What follows belongs to an exercise in optimizing a design on an open flow for small area, a short achievable clock period and few clock cycles per item; a production flow would make more cautious choices. Function was checked by simulation only, so behaviour that the tests miss may differ from the original.

==> flow/design.v, too long to show whole: its modules and the start of the top module <==
// module pe_diag: 496 lines
// module cov_fa: 4 lines
// module cov_fx: 6 lines
// module cov_fm: 6 lines
// module cov_mux2: 3 lines
// module cov_xor2: 3 lines
// module cov_maj3: 3 lines
// module cov_ha: 4 lines
// module cov_g0: 3 lines
// module cov_g1: 3 lines
// module cov_g2: 3 lines
// module cov_g3: 3 lines
// module cov_g4: 3 lines
// module cov_g5: 3 lines
// module pe_offdiag: 561 lines
// module cov_cpa: 264 lines
// module Calu_Covariance_Top: 187 lines
// module cov_add_nn: 146 lines
// module cov_add_pn: 163 lines
module Calu_Covariance_Top #(
    parameter N           = 4,
    parameter DATA_WIDTH  = 16,
    parameter ACC_WIDTH   = 32,
    parameter SAMPLES_NUM = 128,
    parameter DONE_WAIT_CYCLES = 10
)(
    input  wire                       iclk,
    input  wire                       irst_n,
    input  wire                       istart,
    input  wire                       idata_valid,
    input  wire [N*DATA_WIDTH-1:0]    idata_i,
    input  wire [N*DATA_WIDTH-1:0]    idata_q,
    output wire [N*ACC_WIDTH-1:0]           oresult_diag,
    output wire [(N*(N-1)/2)*ACC_WIDTH-1:0] oresult_upper_q,
    output wire [(N*(N-1)/2)*ACC_WIDTH-1:0] oresult_upper_i,
    output wire                       oresult_valid,
    output wire                       ocalu_done
);
  // ...
==> flow/flow/run.sh <==
#!/bin/bash
# Own layout flow: the standard layout (standard.sh, unchanged synthesis,
# floorplan, power grid, placement, CTS and routing), run with extra make
# settings on the command line:
#   SETUP_SLACK_MARGIN   timing repair aims for this much setup slack
#   BUFFER_PORTS_ARGS    port buffers are buf_4 cells, not delay buffers
#   MATCH_CELL_FOOTPRINT repair may swap a cell for any cell of the same function
#   MAX_REPAIR_ANTENNAS_ITER_* more antenna-repair rounds after routing
# The clock period and constraints are the standard flow's (constraint.sdc).
# make's full output goes to flow_make.log in this folder; ORFS's per-step
# logs stay under orfs/logs/.
set -euo pipefail
EXTRA="SETUP_SLACK_MARGIN=${FLOW_SETUP_MARGIN:-5.5} 'BUFFER_PORTS_ARGS=-buffer_cell sky130_fd_sc_hd__buf_4' MATCH_CELL_FOOTPRINT=0 MAX_REPAIR_ANTENNAS_ITER_DRT=20 MAX_REPAIR_ANTENNAS_ITER_GRT=20"
sed "s|CLKGATE_MAP_FILE= |CLKGATE_MAP_FILE= ${EXTRA} |" standard.sh > flow_standard.sh
grep -q "SETUP_SLACK_MARGIN=" flow_standard.sh
bash flow_standard.sh > flow_make.log 2>&1
test -s out/final.def
==> flow/standard.sh <==
#!/bin/bash
# synth_recipe.tcl (not shown) runs the flow's synth.tcl, then flattens the netlist and writes it again
# the make line also repeats each setting of config.mk as NAME=value (left out here)
make -C /OpenROAD-flow-scripts/flow DESIGN_CONFIG=/design/flow/config.mk WORK_HOME=/design/flow/orfs CLKGATE_MAP_FILE= SYNTH_SCRIPT=/design/flow/synth_recipe.tcl "${@:-finish}"
==> flow/config.mk <==
export PLATFORM = sky130hd
export DESIGN_NAME = Calu_Covariance_Top
export DESIGN_NICKNAME = Calu_Covariance_Top
export VERILOG_FILES = /design/flow/design.v
export SDC_FILE = /design/flow/constraint.sdc
export NUM_CORES = 8
export LEC_CHECK = 0
export CAP_MARGIN = 20
export CORE_MARGIN = 2
export CORE_UTILIZATION = 66
export CTS_CLUSTER_DIAMETER = 120
export CTS_CLUSTER_SIZE = 20
export PLACE_DENSITY = 0.74
export SLEW_MARGIN = 20
export SYNTH_HIERARCHICAL = 1
==> flow/constraint.sdc <==
create_clock -name core_clock -period 9.0 [get_ports {iclk}]
set_input_delay 1.8000 -clock core_clock [delete_from_list [all_inputs] [get_ports {iclk}]]
set_output_delay 1.8000 -clock core_clock [all_outputs]
set_load 0.01 [all_outputs]
==> impl_results.md, run 1 <==
- Flop2flop setup slack: 5360 ps
- CTS tree: done
- Final setup TNS: 0 ps
- Critical Path Max Stage Delay: 1110 ps
- Setup WS pre-CTS: 5010 ps
- Met3 wire len: 112 mm
- Post-synth top cells: fa_1 (3,304), nor2_1 (3,303), xor2_1 (2,946)
- Worst Setup Slack, final: 5360 ps
- Seq/Total Area, Yosys: 22.0%
- Clock sinks: 2,419
- DRC: 0
- Crit path to: u_re4.rb[25]$_DFF_P_
- Hold Crit Class: flop to flop
- Non-filler instance count after layout: 25,700
- Flops & latches, synth: 2,419
- # hold bufs at CTS: 0
- WL met1: 251 mm
- 1st-iter DRT viols: 16,800
- Worst setup path category: flop to flop
- Synth Flop Type: dfxtp_1
- Synth area leader: fa_1
- Post-synthesis cell area: 221,000 µm²
- M3 GR Usage: 20.4%
- Grt met2 use: 57.9%
- Most frequent cells in the layout: fa_1 (3,296), nor2_1 (3,279), xor2_1 (2,858)
- Synth async-reset ratio: 1.94%
- Crit path launch: u_d1.dm[25]$_DFF_P_
- RSZ-0062 raised after global routing: yes
- Top sig layer: met5
- GR peak layer: met2
- Clk slew on worst S/H paths: 90 ps
- #MultiIn Comb: 16,000
- Core area: 333,000 µm²
- Post-synthesis compound-gate area fraction: 7.42%
- Vias: 157,000
- Post-cts resize count: 876
- Status: timing/DRC/antenna clean
Testbench counts, summed over its fixed seeds: cycles 18,352, frames 128.
==> run 2: changes to the inputs <==
--- a/flow/config.mk
+++ b/flow/config.mk
@@ -7,9 +7,9 @@
 export LEC_CHECK = 0
 export CAP_MARGIN = 20
 export CORE_MARGIN = 2
-export CORE_UTILIZATION = 66
+export CORE_UTILIZATION = 60
 export CTS_CLUSTER_DIAMETER = 120
 export CTS_CLUSTER_SIZE = 20
-export PLACE_DENSITY = 0.74
+export PLACE_DENSITY = 0.68
 export SLEW_MARGIN = 20
 export SYNTH_HIERARCHICAL = 1
==> run 2 against run 1 <==
Effect of this change:
- setup slack gained 100 ps
- register-to-register slack gained 100 ps
- global-route usage fell by 3.1 points
- die area increased by 9.9%
- via count shrank 1.1%
- maximum frequency grew 2.9%
- synthesized cell count unchanged
- synthesized area unchanged
- critical path type unchanged
- critical endpoint is now u_re1.ra[23]$_DFF_P_
==> impl_results.md, run 2 <==
- Flop2flop setup slack: 5460 ps (was 5360 ps)
- DIE HEIGHT: 611 µm (was 582 µm)
- Overflow after GRT: 0 (unchanged)
- Worst setup path category: flop to flop (unchanged)
- Fin crit period: 3540 ps (was 3640 ps)
- Max frequency: 282 MHz (was 274 MHz)
- Worst Path Required: 9810 ps (was 9760 ps)
- Final Hold Fails: 0 (unchanged)
- WHS Endpoint: u_re0.rb[1]$_DFF_P_ (was u_im3.rb[1]$_DFF_P_)
- Hold Crit Class: flop to flop (unchanged)
- Final max-slew violation count: 0 (unchanged)
- Die Footprint: 373,000 µm² (was 339,000 µm²)
- Post-synthesis cell count: 20,400 (unchanged)
- Hold path depth: 1 (unchanged)
- Area occupied by multi-input gates: 160,000 µm² (about the same)
- P&R area growth vs syn: 7.58% (was 6.92%)
- Die W: 611 µm (was 582 µm)
- Number of synthesized flops with an enable pin: 0 (unchanged)
- Hold WS: 484 ps (was 469 ps)
- Most frequent cell after synthesis: fa_1 (unchanged)
- Fillers: 29,700 (was 24,600)
- Antenna violations before repair: 145 (was 155)
- Post-synthesis cell area: 221,000 µm² (unchanged)
- Synth Warn #: 13 (unchanged)
- CP Launch Type: flop (unchanged)
- Placement Rows: 222 (was 212)
- Routability Congestion: 1.01 (was 1.03)
- Placed cell area: 224,000 µm² (was 223,000 µm²)
- Slew at the pin with the worst max-slew slack: 1280 ps (was 1410 ps)
- Synth area leader: fa_1 (unchanged)
- Vias in the first global route: 153,000 (was 155,000)
- Final setup TNS: 0 ps (unchanged)
- Reg-to-Reg End: u_re1.ra[23]$_DFF_P_ (was u_re4.rb[25]$_DFF_P_)
- WL final: 745 mm (was 730 mm)
- Slew headroom: 14.6% (was 6.30%)
- Clk slew on worst S/H paths: 90 ps (about the same)
- Clk buf depth: 4 (unchanged)
- CP endpoint kind: flop (unchanged)
- Final setup viols: 0 (unchanged)
- Core area: 366,000 µm² (was 333,000 µm²)
- Top flop regs: xi: 64 flops, xq: 64 flops (unchanged)
- Layout cells sized above 1: 16.7% (was 16.4%)
- Crit share post-route: 39.3% (was 40.5%)
- Worst Clk Skew: 65.2 ps (was 68.7 ps)
- Synth area leaders: fa_1 (30%), dfxtp_1 (22%), xor2_1 (12%) (unchanged)
- All-layer global routing usage: 39.2% (was 42.3%)
- Flops & latches, synth: 2,419 (unchanged)
- Seq/Total Area, Yosys: 22.0% (unchanged)
- 1st-iter DRT viols: 15,600 (was 16,800)
- Max-cap violations: 0 (unchanged)
- RSZ-0062 raised after global routing: yes (unchanged)
- Synth async-reset ratio: 1.94% (unchanged)
- Later-pin clock latency in the skew report: 950 ps (was 970 ps)
- Final instance area: 238,000 µm² (was 236,000 µm²)
- Vias: 156,000 (was 157,000)
- Root buffer cell: clkbuf_16 (unchanged)
- TritonCTS Buffers: 150 (was 149)
- Reg2Reg Depth: 7 (was 5)
- TritonRoute pass-1 iters: 12 (was 11)
- Nets: 25,200 (was 25,000)
- Post-synth top area share: 30.0% (unchanged)
- Post-synth top cells: fa_1 (3,304), nor2_1 (3,303), xor2_1 (2,946) (unchanged)
- First-pass GRT wire length: 1050 mm (was 1030 mm)
- DRC: 0 (unchanged)
- Crit path DAT: 4350 ps (was 4410 ps)
- WL/cell: 28.4 µm (about the same)
- Initial Util: 60.3% (was 66.3%)
- # hold bufs at CTS: 0 (unchanged)
- Reg2Reg Launch Point: u_d2.dm[21]$_DFF_P_ (was u_d1.dm[25]$_DFF_P_)
- HP Start: u_re0.corr$_DFF_PN0_ (was u_im3.corr$_DFF_PN0_)
- Synth Flop Type: dfxtp_1 (unchanged)
- Most common cell after layout, fill and taps aside: fa_1 (unchanged)
- Remaining antenna violation count after routing: 0 (unchanged)
- Most frequent cells in the layout: fa_1 (3,291), nor2_1 (3,277), xor2_1 (2,856) (was fa_1 (3,296), nor2_1 (3,279), xor2_1 (2,858))
- Syn_area_per_cell: 10.8 µm² (unchanged)
- CTS tree: done (unchanged)
- Status: timing/DRC/antenna clean (unchanged)
- Post-synth cell types: 51 (unchanged)
- DPL Wire Length: 522 mm (was 510 mm)
- Pin count of the biggest net entering global routing: 145 (unchanged)
- Crit-path max FO: 11 (was 27)
- CTS H-tree depth: 4 (unchanged)
- Num ports: 646 (unchanged)
- Register area: 50,600 µm² (was 50,700 µm²)
- Clock sinks: 2,419 (unchanged)
- IO Port Bufs: 645 (unchanged)
- DR vias/cell: 5.94 (was 6.13)
run 2: cells by family (layout without fill, tap and decap cells):
family / Yosys count / after routing / synth area share (%)
and+or+nand+nor: 5314 / 5314 / 11.3
adders and majority gates: 4964 / 4964 / 38.9
xor gates and xnor gates: 3234 / 3234 / 12.8
DFF: 2419 / 2419 / 22.0
AOI/OAI and AO/OA: 2187 / 2187 / 7.42
buffers and inverters: 2029 / 2517 / 5.77
muxes: 253 / 253 / 1.71
other: 4 / 520 / 0.00680
run 2: routing by layer:
layer / wire length, µm / global-route usage [%]
met4: 66200 / 31.8
met1: 268000 / 47.1
met3: 102000 / 17.2
met2: 308000 / 54.2
met5: 732 / 0.788
run 2: worst max-delay path, cell delays in order (launching register included):
cell	delay, ps
dfxtp_2	1050
o21bai_1	300
fa_1	510
fa_1	470
xor2_2	240
xor2_1	270
xor2_1	250
mux2_4	320
run 2: worst max-delay path by stage:
| stage | from | slack [ps] | end |
|---|---|---|---|
| floorplan | u_d0.xqn[13]$_DFF_P_ | 5660 | u_d0.rb[20]$_DFF_P_ |
| global placement | ya2[7]$_DFF_P_ | 5050 | u_re2.ra[23]$_DFF_P_ |
| detailed placement | ya2[6]$_DFF_P_ | 5000 | u_re2.ra[19]$_DFF_P_ |
| CTS | yc0[16]$_DFF_P_ | 5380 | u_im0.ra[19]$_DFF_P_ |
| global route | yc1[16]$_DFF_P_ | 5400 | u_im1.ra[19]$_DFF_P_ |
| finish | u_d2.dm[21]$_DFF_P_ | 5460 | u_re1.ra[23]$_DFF_P_ |
run 2: area by class of cell:
type / count / share of cell area (%)
diodes: 512 / 0.539
clock buffers: 178 / 1.67
clock inverters: 29 / 0.161
inverters: 895 / 1.42
multi-input cells: 16000 / 67.6
flip-flops and latches: 2419 / 21.3
well taps: 4816 / 2.54
repair buffers: 1415 / 4.78
run 2: per-module statistics from Yosys, one instance, submodules excluded, excerpt:
module | cell area, µm² | cells inside | times used | flops+latches
Calu_Covariance_Top | 13800 | 1042 | 1 | 555
cov_add_pn | 7.51 | 1 | 6 | 0
cov_fa | 20.0 | 1 | 3304 | 0
cov_g0 | 7.51 | 1 | 1456 | 0
cov_g1 | 6.26 | 1 | 616 | 0
cov_g2 | 8.76 | 1 | 898 | 0
cov_g4 | 3.75 | 1 | 288 | 0
cov_g5 | 3.75 | 1 | 120 | 0
cov_ha | 12.5 | 1 | 878 | 0
cov_maj3 | 11.3 | 1 | 776 | 0
cov_mux2 | 15.0 | 1 | 248 | 0
cov_xor2 | 8.76 | 1 | 2048 | 0
pe_diag | 5210 | 572 | 4 | 163
pe_offdiag | 4320 | 511 | 12 | 101
run 2: through the flow:
step,instances,setup WS [ps],util (%)
floorplan,20400,5660,-
global placement,24900,5050,61.2
detailed placement,24900,5000,61.2
CTS,25200,5380,62.8
global route,26000,5400,64.7
finish,26200,5460,64.9
run 2: repair_timing:
action                                  CTS  global route
cloned                                    0             0
endpoints found under the setup margin  623           289
setup buffers                            11           551
resized for setup                       865           407
pin swaps                                 6           117
==> run 3: changes to the inputs <==
--- a/flow/config.mk
+++ b/flow/config.mk
@@ -10,6 +10,7 @@
 export CORE_UTILIZATION = 60
 export CTS_CLUSTER_DIAMETER = 120
 export CTS_CLUSTER_SIZE = 20
+export GPL_ROUTABILITY_DRIVEN = 0
 export PLACE_DENSITY = 0.68
 export SLEW_MARGIN = 20
 export SYNTH_HIERARCHICAL = 1
==> run 3 against run 2 <==
Effect of this change:
- count of clock-buffer cells in the layout is the same
- global-route usage shrank 0.31 points
- via count grew 1.1%
- still clean on timing, DRC and antenna
- critical endpoint unchanged
- critical path type unchanged
- setup slack lost 57 ps
==> impl_results.md, run 3 <==
- Die W: 611 µm (unchanged)
- Synth Flop Type: dfxtp_1 (unchanged)
- Status: timing/DRC/antenna clean (unchanged)
- Final Hold Fails: 0 (unchanged)
- Final instance area: 239,000 µm² (was 238,000 µm²)
- Synth Warn #: 13 (unchanged)
- Layout cells sized above 1: 17.6% (was 16.7%)
- Clk buf depth: 4 (unchanged)
- P&R area growth vs syn: 8.28% (was 7.58%)
- Syn_area_per_cell: 10.8 µm² (unchanged)
- Remaining antenna violation count after routing: 0 (unchanged)
- CP Launch Type: flop (unchanged)
- Worst setup path category: flop to flop (unchanged)
- Number of synthesized flops with an enable pin: 0 (unchanged)
- CTS tree: done (unchanged)
- Setup WS pre-CTS: 5040 ps (was 5000 ps)
- Crit path DAT: 4440 ps (was 4350 ps)
- Most common cell after layout, fill and taps aside: fa_1 (unchanged)
- WL/cell: 28.3 µm (was 28.4 µm)
- Overflow after GRT: 0 (unchanged)
- DR vias/cell: 5.97 (was 5.94)
- Fillers: 28,900 (was 29,700)
- Synth async-reset ratio: 1.94% (unchanged)
- CTS H-tree depth: 4 (unchanged)
- Most frequent cell after synthesis: fa_1 (unchanged)
- Worst Setup Slack, final: 5400 ps (was 5460 ps)
- Vias: 157,000 (was 156,000)
- Fin crit period: 3600 ps (was 3540 ps)
- WL final: 747 mm (was 745 mm)
- Seq/Total Area, Yosys: 22.0% (unchanged)
- Final setup viols: 0 (unchanged)
- Dpl cells: 24,900 (about the same)
- Synth area leader: fa_1 (unchanged)
- Crit-path max FO: 11 (unchanged)
- DIE HEIGHT: 611 µm (unchanged)
- Slew at the pin with the worst max-slew slack: 1300 ps (was 1280 ps)
- Initial Util: 60.3% (unchanged)
- DRC: 0 (unchanged)
- Worst Clk Skew: 92.0 ps (was 65.2 ps)
- TritonRoute pass-1 iters: 11 (was 12)
- Top flop regs: xi: 64 flops, xq: 64 flops (unchanged)
- RSZ-0062 raised after global routing: yes (unchanged)
- Crit share post-route: 40.0% (was 39.3%)
- Flops & latches, synth: 2,419 (unchanged)
- Post-synth top area share: 30.0% (unchanged)
- Max frequency: 278 MHz (was 282 MHz)
- 1st-iter DRT viols: 15,900 (was 15,600)
- Final max-slew violation count: 0 (unchanged)
- Vias in the first global route: 154,000 (was 153,000)
- Hold Crit Class: flop to flop (unchanged)
- Antenna violations before repair: 151 (was 145)
- Slew headroom: 13.0% (was 14.6%)
- Synth area leaders: fa_1 (30%), dfxtp_1 (22%), xor2_1 (12%) (unchanged)
- Final setup TNS: 0 ps (unchanged)
- All-layer global routing usage: 38.9% (was 39.2%)
- TritonCTS Buffers: 148 (was 150)
- Post-synth top cells: fa_1 (3,304), nor2_1 (3,303), xor2_1 (2,946) (unchanged)
- Later-pin clock latency in the skew report: 980 ps (was 950 ps)
- Hold WS: 463 ps (was 484 ps)
- Non-filler instance count after layout: 26,400 (was 26,200)
- Post-synthesis cell count: 20,400 (unchanged)
- First-pass GRT wire length: 1040 mm (was 1050 mm)
- Post-synth cell types: 51 (unchanged)
- Met3 wire len: 107 mm (was 102 mm)
- Core area: 366,000 µm² (unchanged)
- Top sig layer: met5 (unchanged)
- WL met1: 264 mm (was 268 mm)
- Placed cell area: 224,000 µm² (about the same)
- Placement Rows: 222 (unchanged)
- CP endpoint kind: flop (unchanged)
- DPL Wire Length: 519 mm (was 522 mm)
- IO Port Bufs: 645 (unchanged)
- Clk slew on worst S/H paths: 90 ps (about the same)
- Pin count of the biggest net entering global routing: 145 (unchanged)
- Met2 routed WL: 306 mm (was 308 mm)
- Max-cap violations: 0 (unchanged)
- Fin util: 65.3% (was 64.9%)
- Nets: 25,300 (was 25,200)
- Worst Path Required: 9840 ps (was 9810 ps)
- Root buffer cell: clkbuf_16 (unchanged)
- Post-synthesis cell area: 221,000 µm² (unchanged)
- Most frequent cells in the layout: fa_1 (3,274), nor2_1 (3,242), xor2_1 (2,845) (was fa_1 (3,291), nor2_1 (3,277), xor2_1 (2,856))
- Die Footprint: 373,000 µm² (unchanged)
- Num ports: 646 (unchanged)
- Clock sinks: 2,419 (unchanged)
-- run 3: cell counts after synthesis --
No cell type changed its count.
-- run 3: metal layers --
layer  vias up  track usage (%)
li1      65500                -
met1     78000             46.1
met2     11000             53.5
met3      2921             18.1
met4        48             32.1
met5         -             1.03
-- run 3: cell families after synthesis --
logic type,after synthesis,synth area share [%]
buf+inv,2029,5.77
mux,253,1.71
simple gates,5314,11.3
xor+xnor,3234,12.8
other cells,4,0.00680
flops,2419,22.0
fa+ha+maj,4964,38.9
compound gates,2187,7.42
-- run 3: modules after synthesis (local to each module, per instance), a selection --
| module | times used | flops+latches | area, µm² | cells |
|---|---|---|---|---|
| Calu_Covariance_Top | 1 | 555 | 13800 | 1042 |
| cov_add_pn | 6 | 0 | 7.51 | 1 |
| cov_cpa | 16 | 0 | 7.51 | 1 |
| cov_g0 | 1456 | 0 | 7.51 | 1 |
| cov_g1 | 616 | 0 | 6.26 | 1 |
| cov_g2 | 898 | 0 | 8.76 | 1 |
| cov_g3 | 288 | 0 | 8.76 | 1 |
| cov_g4 | 288 | 0 | 3.75 | 1 |
| cov_g5 | 120 | 0 | 3.75 | 1 |
| cov_maj3 | 776 | 0 | 11.3 | 1 |
| cov_mux2 | 248 | 0 | 15.0 | 1 |
| cov_xor2 | 2048 | 0 | 8.76 | 1 |
| pe_offdiag | 12 | 101 | 4320 | 511 |
-- run 3: final timing paths --
check,slack [ps],end,cells past startpoint,startpoint
worst min register to register,460,u_im3.acc[32]$_DFF_P_,1,u_im3.clr$_DFF_PN0_
min in group asynchronous,810,u_im0.clr$_DFF_PN0_,1,irst_n
worst min-delay path,460,u_im3.acc[32]$_DFF_P_,1,u_im3.clr$_DFF_PN0_
worst max register to register,5400,u_re1.ra[23]$_DFF_P_,7,u_d2.dm[21]$_DFF_P_
worst max-delay path,5400,u_re1.ra[23]$_DFF_P_,7,u_d2.dm[21]$_DFF_P_
max in group asynchronous,6790,u_re5.clr$_DFF_PN0_,2,irst_n
-- run 3: timing repair --
item / in CTS / in global routing
gates resized for setup: 854 / 529
pin swaps: 8 / 162
endpoints found under the setup margin: 626 / 277
setup buffers: 19 / 697
hold buffers: 0 / 0
-- run 3: critical path, cell delays in order (launching register included) --
cell,delay [ps]
dfxtp_2,1100
o21bai_1,280
fa_1,500
fa_1,480
xor2_2,240
xor2_1,240
xor2_1,270
mux2_4,330
-- run 3: area by class of cell --
type	count	area (µm²)	area share, %
antenna	510	1280	0.534
clock buffer	178	3900	1.63
clock inverter	28	363	0.152
inverter	895	3380	1.41
multi-input combinational	16000	161000	67.2
sequential	2419	50700	21.2
tap	4816	6030	2.52
timing repair buffer	1554	12700	5.32
==> run 4: changes to the inputs <==
--- a/flow/config.mk
+++ b/flow/config.mk
@@ -8,9 +8,8 @@
 export CAP_MARGIN = 20
 export CORE_MARGIN = 2
 export CORE_UTILIZATION = 60
-export CTS_CLUSTER_DIAMETER = 120
+export CTS_CLUSTER_DIAMETER = 150
 export CTS_CLUSTER_SIZE = 20
-export GPL_ROUTABILITY_DRIVEN = 0
 export PLACE_DENSITY = 0.68
 export SLEW_MARGIN = 20
 export SYNTH_HIERARCHICAL = 1
==> run 4 against run 3 <==
Effect of this change:
- setup slack worse by 19 ps
- global-route usage is 0.32 points higher
- critical endpoint unchanged
- sequential share of layout area is 0.094 points higher
- non-clock buffer count is 95 lower
- first-iteration DRC count is 7.2% lower
- synthesized area stayed put
==> impl_results.md, run 4 <==
- TritonRoute pass-1 iters: 7 (was 11)
- Syn_area_per_cell: 10.8 µm² (unchanged)
- Fin crit period: 3620 ps (was 3600 ps)
- Synth Warn #: 13 (unchanged)
- RSZ-0062 raised after global routing: yes (unchanged)
- Worst path cell trace: o21bai_1 > fa_1 > fa_1 > xor2_2 > xor2_1 > xor2_1 > mux2_4 (unchanged)
- Nets: 25,200 (was 25,300)
- CP Launch Type: flop (unchanged)
- DIE HEIGHT: 611 µm (unchanged)
- CTS tree: done (unchanged)
- Crit path launch: u_d2.dm[21]$_DFF_P_ (unchanged)
- Hold Crit Class: flop to flop (unchanged)
- Flop2flop setup slack: 5380 ps (was 5400 ps)
- Critical Path Max Stage Delay: 1120 ps (was 1100 ps)
- Reg-to-Reg End: u_re1.ra[23]$_DFF_P_ (unchanged)
- Post-synth cell types: 51 (unchanged)
- Status: timing/DRC/antenna clean (unchanged)
- Pin count of the biggest net entering global routing: 145 (unchanged)
- Overflow after GRT: 0 (unchanged)
- Most common cell after layout, fill and taps aside: fa_1 (unchanged)
- DR vias/cell: 5.93 (was 5.97)
- Later-pin clock latency in the skew report: 960 ps (was 980 ps)
- Top flop regs: xi: 64 flops, xq: 64 flops (unchanged)
- Max-cap violations: 0 (unchanged)
- Non-filler instance count after layout: 26,200 (was 26,400)
- Slew headroom: 15.0% (was 13.0%)
- P&R area growth vs syn: 7.65% (was 8.28%)
- Vias in the first global route: 153,000 (was 154,000)
- Clk slew on worst S/H paths: 90 ps (about the same)
- Reg2Reg Launch Point: u_d2.dm[21]$_DFF_P_ (unchanged)
- Synth area leader: fa_1 (unchanged)
- First-pass GRT wire length: 1050 mm (was 1040 mm)
- Final setup viols: 0 (unchanged)
- Num ports: 646 (unchanged)
- Remaining antenna violation count after routing: 0 (unchanged)
- Initial Util: 60.3% (unchanged)
- Hold path depth: 1 (unchanged)
- Most frequent cell after synthesis: fa_1 (unchanged)
- DPL Wire Length: 522 mm (was 519 mm)
- Final Hold Fails: 0 (unchanged)
- Layout cells sized above 1: 16.8% (was 17.6%)
- Slew at the pin with the worst max-slew slack: 1270 ps (was 1300 ps)
- Final max-slew violation count: 0 (unchanged)
- CP endpoint kind: flop (unchanged)
- Post-synthesis cell count: 20,400 (unchanged)
- Max frequency: 277 MHz (was 278 MHz)
- Final setup TNS: 0 ps (unchanged)
- Post-synth top area share: 30.0% (unchanged)
- CP max-delay cell: dfxtp_2 (unchanged)
- DRC: 0 (unchanged)
- Synth async-reset ratio: 1.94% (unchanged)
- Crit path to: u_re1.ra[23]$_DFF_P_ (unchanged)
- Dpl cells: 24,900 (about the same)
- 1st-iter DRT viols: 14,700 (was 15,900)
- Vias: 155,000 (was 157,000)
- Antenna violations before repair: 153 (was 151)
- # hold bufs at CTS: 0 (unchanged)
- Synth Flop Type: dfxtp_1 (unchanged)
- IO Port Bufs: 645 (unchanged)
- Reg2Reg Depth: 7 (unchanged)
- Core area: 366,000 µm² (unchanged)
- Worst Path Required: 9810 ps (was 9840 ps)
- CTS H-tree depth: 4 (unchanged)
- Flops & latches, synth: 2,419 (unchanged)
- Most frequent cells in the layout: fa_1 (3,286), nor2_1 (3,268), xor2_1 (2,841) (was fa_1 (3,274), nor2_1 (3,242), xor2_1 (2,845))
- Clk buf depth: 4 (unchanged)
- Routability Congestion: 1.01
- WL final: 746 mm (was 747 mm)
- Clock sinks: 2,419 (unchanged)
- Post-synth top cells: fa_1 (3,304), nor2_1 (3,303), xor2_1 (2,946) (unchanged)
- TritonCTS Buffers: 143 (was 148)
- Placement Rows: 222 (unchanged)
- Crit path DAT: 4420 ps (was 4440 ps)
- Crit share post-route: 40.2% (was 40.0%)
- Seq/Total Area, Yosys: 22.0% (unchanged)
- Fin util: 64.9% (was 65.3%)
- Worst Clk Skew: 73.0 ps (was 92.0 ps)
- Die W: 611 µm (unchanged)
- Number of synthesized flops with an enable pin: 0 (unchanged)
- Worst setup path category: flop to flop (unchanged)
- Synth area leaders: fa_1 (30%), dfxtp_1 (22%), xor2_1 (12%) (unchanged)
- Post-synthesis cell area: 221,000 µm² (unchanged)
- WL/cell: 28.4 µm (was 28.3 µm)
- Root buffer cell: clkbuf_16 (unchanged)
- Crit-path max FO: 10 (was 11)
- Die Footprint: 373,000 µm² (unchanged)
- All-layer global routing usage: 39.2% (was 38.9%)
==> run 4: cell counts after synthesis <==
No cell type changed its count.
==> run 4: layer usage <==
metal  wire length, µm  GRT usage [%]  vias up  part of all wire [%]
met2            309000           54.1    10300                    41
met4             64900           32.2       36                   8.7
met1            270000           47.3    77500                    36
li1                  -              -    65200                     -
met5               340           1.20        -                 0.046
met3            102000           16.9     2438                    14
==> run 4: cell type report <==
type                       count  area, µm²
inverter                     895       3370
timing repair buffer        1459      11900
clock inverter                 9        129
multi-input combinational  16000     161000
fill                       29600     128000
antenna                      483       1210
tap                         4816       6030
clock buffer                 169       3780
sequential                  2419      50600
==> run 4: timing repair <==
action | 4_1_cts | 5_1_grt
setup endpoints to repair | 601 | 271
gates resized for setup | 859 | 444
pin swaps | 5 | 158
setup buffers | 44 | 562
==> run 4: worst max-delay path, delay by kind of cell (launching register included) <==
kind	cells	cell delay [ps]
DFF	1	1120
adders and majority gates	2	970
xor gates and xnor gates	3	720
muxes	1	320
AOI/OAI and AO/OA	1	310
==> run 4: cells by family (layout without fill, tap and decap cells) <==
logic type                 after synthesis  after routing  share of synthesized area, %
muxes                                  253            253                          1.71
and+or+nand+nor                       5314           5314                          11.3
xor gates and xnor gates              3234           3234                          12.8
adders and majority gates             4964           4964                          38.9
DFF                                   2419           2419                          22.0
AOI/OAI and AO/OA                     2187           2187                          7.42
buffers and inverters                 2029           2532                          5.77
other                                    4            491                       0.00680
==> run 4: worst min-delay path by stage <==
stage / from / endpoint / slack [ps]
after floorplan: u_d3.dm[1]$_DFF_P_ / u_im2.ra[1]$_DFF_P_ / 370
after global placement: u_im0.corr$_DFF_PN0_ / u_im0.rb[1]$_DFF_P_ / 450
after detailed placement: u_re4.corr$_DFF_PN0_ / u_re4.rb[1]$_DFF_P_ / 460
after CTS: u_re2.corr$_DFF_PN0_ / u_re2.rb[1]$_DFF_P_ / 440
after global routing: u_re2.corr$_DFF_PN0_ / u_re2.rb[1]$_DFF_P_ / 460
final: u_re2.corr$_DFF_PN0_ / u_re2.rb[1]$_DFF_P_ / 450
==> run 4: Yosys stat by module, one instance, submodules excluded, a selection <==
module,cell area [µm²],flops+latches
cov_add_pn,7.51,0
cov_mux2,15.0,0
pe_diag,5210,163
cov_maj3,11.3,0
cov_ha,12.5,0
cov_cpa,7.51,0
==> run 4: stage by stage <==
stage	cell area (µm²)	hold slack, ps	worst slack [ps]
after global placement	224000	454	5050
final	238000	446	5380
after detailed placement	224000	465	5000
after floorplan	221000	373	5660
after CTS	230000	444	5400
after global routing	237000	465	5380

-- re-timing with driven ports --
The flow's constraints put no driver on any port. The routed layouts listed below were extracted and timed again, unchanged, in two steps.
Step 1 sets driving cells, clkbuf_16 on the clock port and buf_2 on the other inputs (assumed; they add their load-dependent delay and slew).
Step 2 adds t to the input delays and takes it off the output delays; t is the mean of the earliest and latest rising clock arrival at the registers after step 1. Input paths then give back, and output paths get back, about the clock's delay inside the block.
Slacks: no drivers / after step 1 / after step 2; pairs: no drivers / after step 1.
run	t, ns	setup WS [ns]	clock arrival spread, ns	worst register clock-pin slew, ns	pins driven straight from the clock port
run 1	1.053	5.356 / 5.356 / 5.099	0.070 / 0.070	0.10 / 0.10	1
run 2	1.051	5.459 / 5.373 / 4.982	0.072 / 0.072	0.10 / 0.10	1
run 3	1.050	5.402 / 5.374 / 5.076	0.096 / 0.097	0.10 / 0.10	1
run 4	1.056	5.383 / 5.383 / 5.005	0.079 / 0.078	0.10 / 0.10	1
After both steps every run listed still meets setup and hold. The setup slack of run 2, which loses most, moves by -0.086 ns with the drivers and by -0.477 ns with both steps.
